This is an optimization exercise on Yosys and OpenROAD, whose aim is small area, not a production implementation. The RTL was checked by simulation tests, not by an equivalence proof against the original design. Power figures rest on the tool's default switching activity, not on a simulated workload.

==> flow/design.v (excerpt) <==
module arm(
    input  logic        clk,
    input  logic        reset,
    output logic [31:0] PC,
    input  logic [31:0] InstrF,
    output logic        MemWrite,
    output logic [31:0] ALUResult,
    output logic [31:0] WriteData,
    input  logic [31:0] ReadData
);
Size: ~2700 cells after synthesis, about 160 I/O pins, about 33000 um2 of cells after synthesis.
clock: 9.0 ns
lec_check: 0
cap_margin: 20
core_margin: 2
core_utilization: 60
cts_buf_list: sky130_fd_sc_hd__clkbuf_2 sky130_fd_sc_hd__clkbuf_4
cts_cluster_size: 30
place_density: 0.7
slew_margin: 20
synth_hierarchical: 1
synth_minimum_keep_size: 0
run.sh (not shown) runs the stock make flow with config.mk's settings and CLKGATE_MAP_FILE= SYNTH_SCRIPT=/design/flow/synth_recipe.tcl, a recipe that flattens the netlist after the stock synthesis.
The starting point completed without violations.
==> next run, changes <==
Settings changed: CORE_UTILIZATION 60 to 40, CTS_BUF_LIST sky130_fd_sc_hd__clkbuf_2 sky130_fd_sc_hd__clkbuf_4 to sky130_fd_sc_hd__clkbuf_4 sky130_fd_sc_hd__clkbuf_8, CTS_CLUSTER_SIZE 30 to not set, PLACE_DENSITY 0.7 to 0.6.
Utilization goes down by 23 points.
Power grows by 0.88%.
Routed wire length goes up by 4.7%.
Clock power barely changes.
Register-to-register slack is worse by 0.05 ns.
Setup slack loses 0.053 ns.

========
the reference run:
arm, a different RTL version from the one above (not shown whole).
Size in the first run: ~680 flip-flops.
clock: 9.0 ns
lec_check: 0
cap_margin: 20
core_margin: 2
core_utilization: 40
cts_buf_list: sky130_fd_sc_hd__clkbuf_4 sky130_fd_sc_hd__clkbuf_8
place_density: 0.6
slew_margin: 20
synth_hierarchical: 1
synth_minimum_keep_size: 0
standard.sh (not shown) runs the stock make flow with config.mk's settings and CLKGATE_MAP_FILE= SYNTH_SCRIPT=/design/flow/synth_recipe.tcl, a recipe that flattens the netlist after the stock synthesis.
==> flow/flow/run.sh <==
#!/bin/bash
# Own layout flow: the standard layout (standard.sh, standard synthesis
# included) with two changes: the port buffers are the smallest buffer
# cell, and clock tree synthesis inserts no dummy loads.
set -euo pipefail
export BUFFER_PORTS_ARGS="-buffer_cell sky130_fd_sc_hd__buf_1"
export CTS_ARGS="-sink_clustering_enable -repair_clock_nets -dont_use_dummy_load -buf_list sky130_fd_sc_hd__clkbuf_16 -sink_clustering_size 22 -sink_clustering_max_diameter 80"
bash standard.sh finish > standard_flow.log 2>&1
The reference run finished every step from synthesis to the final layout, and the layout passed the timing, design-rule and antenna checks.
### the reference run -> the trial run
==> flow/run.sh (new file) <==
#!/bin/bash
# synth_recipe.tcl (not shown) runs the flow's synth.tcl, then flattens the netlist and writes it again
# the make line also repeats each setting of config.mk as NAME=value (left out here)
make -C /OpenROAD-flow-scripts/flow DESIGN_CONFIG=/design/flow/config.mk WORK_HOME=/design/flow/orfs CLKGATE_MAP_FILE= SYNTH_SCRIPT=/design/flow/synth_recipe.tcl finish
removed: flow/flow/run.sh
removed: flow/standard.sh
Results
The trial run finished every step from synthesis to the final layout, and the layout passed the timing, design-rule and antenna checks.
The final reports for the trial run and the reference run show proportion of power drawn by the clock network higher in the former.
Via count: the reference run vs the trial run — no meaningful difference
Sort the reference run and the trial run by number of antenna violations at the first check in global routing, ascending, and the reference run comes first.
Looking at combinational fraction of design power, the trial run sits above the reference run.
The maximum clock frequency of the trial run is higher than that of the reference run.
The trial run — final core area utilization 3.0 points higher, the reference run as reference
Of the trial run and the reference run, it is the trial run that has the higher non-clock buffer count.

========
Setup of rev 12:
arm again, from the RTL that the note above started with.
export LEC_CHECK = 0
export CAP_MARGIN = 20
export CORE_MARGIN = 2
export CORE_UTILIZATION = 40
export CTS_BUF_LIST = sky130_fd_sc_hd__clkbuf_4 sky130_fd_sc_hd__clkbuf_8
export PLACE_DENSITY = 0.6
export SLEW_MARGIN = 20
export SYNTH_HIERARCHICAL = 1
export SYNTH_MINIMUM_KEEP_SIZE = 0
create_clock -name core_clock -period 9.0 [get_ports {clk}]
==> flow/flow/run.sh <==
#!/bin/bash
# Own layout flow: the standard layout (standard.sh, standard synthesis
# included) with two changes: the port buffers are the smallest buffer
# cell, and clock tree synthesis inserts no dummy loads.
set -euo pipefail
export BUFFER_PORTS_ARGS="-buffer_cell sky130_fd_sc_hd__buf_1"
export CTS_ARGS="-sink_clustering_enable -repair_clock_nets -dont_use_dummy_load -buf_list sky130_fd_sc_hd__clkbuf_8"
bash standard.sh finish > standard_flow.log 2>&1
Rev 12 ended with every stage complete and zero timing, DRC or antenna violations.
## Diff of input files: rev 13 against rev 12
Settings: CAP_MARGIN changed from 20 to 10; SLEW_MARGIN changed from 20 to 10; CTS_BUF_LIST removed (was sky130_fd_sc_hd__clkbuf_4 sky130_fd_sc_hd__clkbuf_8).
diff --git a/flow/flow/run.sh b/flow/flow/run.sh
--- a/flow/flow/run.sh
+++ b/flow/flow/run.sh
@@ -5,4 +5,4 @@
 set -euo pipefail
 export BUFFER_PORTS_ARGS="-buffer_cell sky130_fd_sc_hd__buf_1"
-export CTS_ARGS="-sink_clustering_enable -repair_clock_nets -dont_use_dummy_load -buf_list sky130_fd_sc_hd__clkbuf_8"
+export CTS_ARGS="-sink_clustering_enable -repair_clock_nets -dont_use_dummy_load -buf_list sky130_fd_sc_hd__clkbuf_16 -sink_clustering_size 30 -sink_clustering_max_diameter 70"
 bash standard.sh finish > standard_flow.log 2>&1
## What came out
- Result for rev 12 and rev 13: all clean
- Compared with rev 12, in rev 13 total vias in the final route went down, signed area change from the synthesized netlist to the final layout went down.
- Rev 13: remaining max-slew budget at the tightest pin is 11 points lower than what rev 12 reported.
- Looking at rev 12 and rev 13, the flip-flop and latch power is a wash.
- The first-iteration DRC count of rev 13 falls short of that of rev 12 by 179.
- Total leakage power improves in rev 13 relative to rev 12.

static timing again, ports no longer ideal:
No port has a modelled driver above. Below, the same layouts with a new extraction and two added sets of constraints.
Step 1 (the two cells are an assumption about what drives the block):
set clk [get_ports {clk}]
set_driving_cell -lib_cell sky130_fd_sc_hd__clkbuf_16 $clk
set_driving_cell -lib_cell sky130_fd_sc_hd__buf_2 [delete_from_list [all_inputs] $clk]
Step 2 moves the port delays by t, midway between the first and last clock arrival at a register: inputs arrive t later, outputs are due t later. That takes back most of the time a late clock gives input paths.
Three values: no drivers, after step 1, after step 2; two values: the first two.
run	shift t [ns]	slack for setup (ns)	cell pins on the clock port's net
the first run of note 1	1.104	0.904 / 0.904 / 0.904	1
the second run of note 1	0.787	0.851 / 0.851 / 0.851	1
the reference run	0.652	0.814 / 0.814 / 0.814	1
the trial run	0.794	0.883 / 0.883 / 0.883	1
rev 12	0.795	0.758 / 0.758 / 0.758	1
rev 13	0.664	0.780 / 0.780 / 0.780	1
After both steps setup and hold are still met in every run listed.
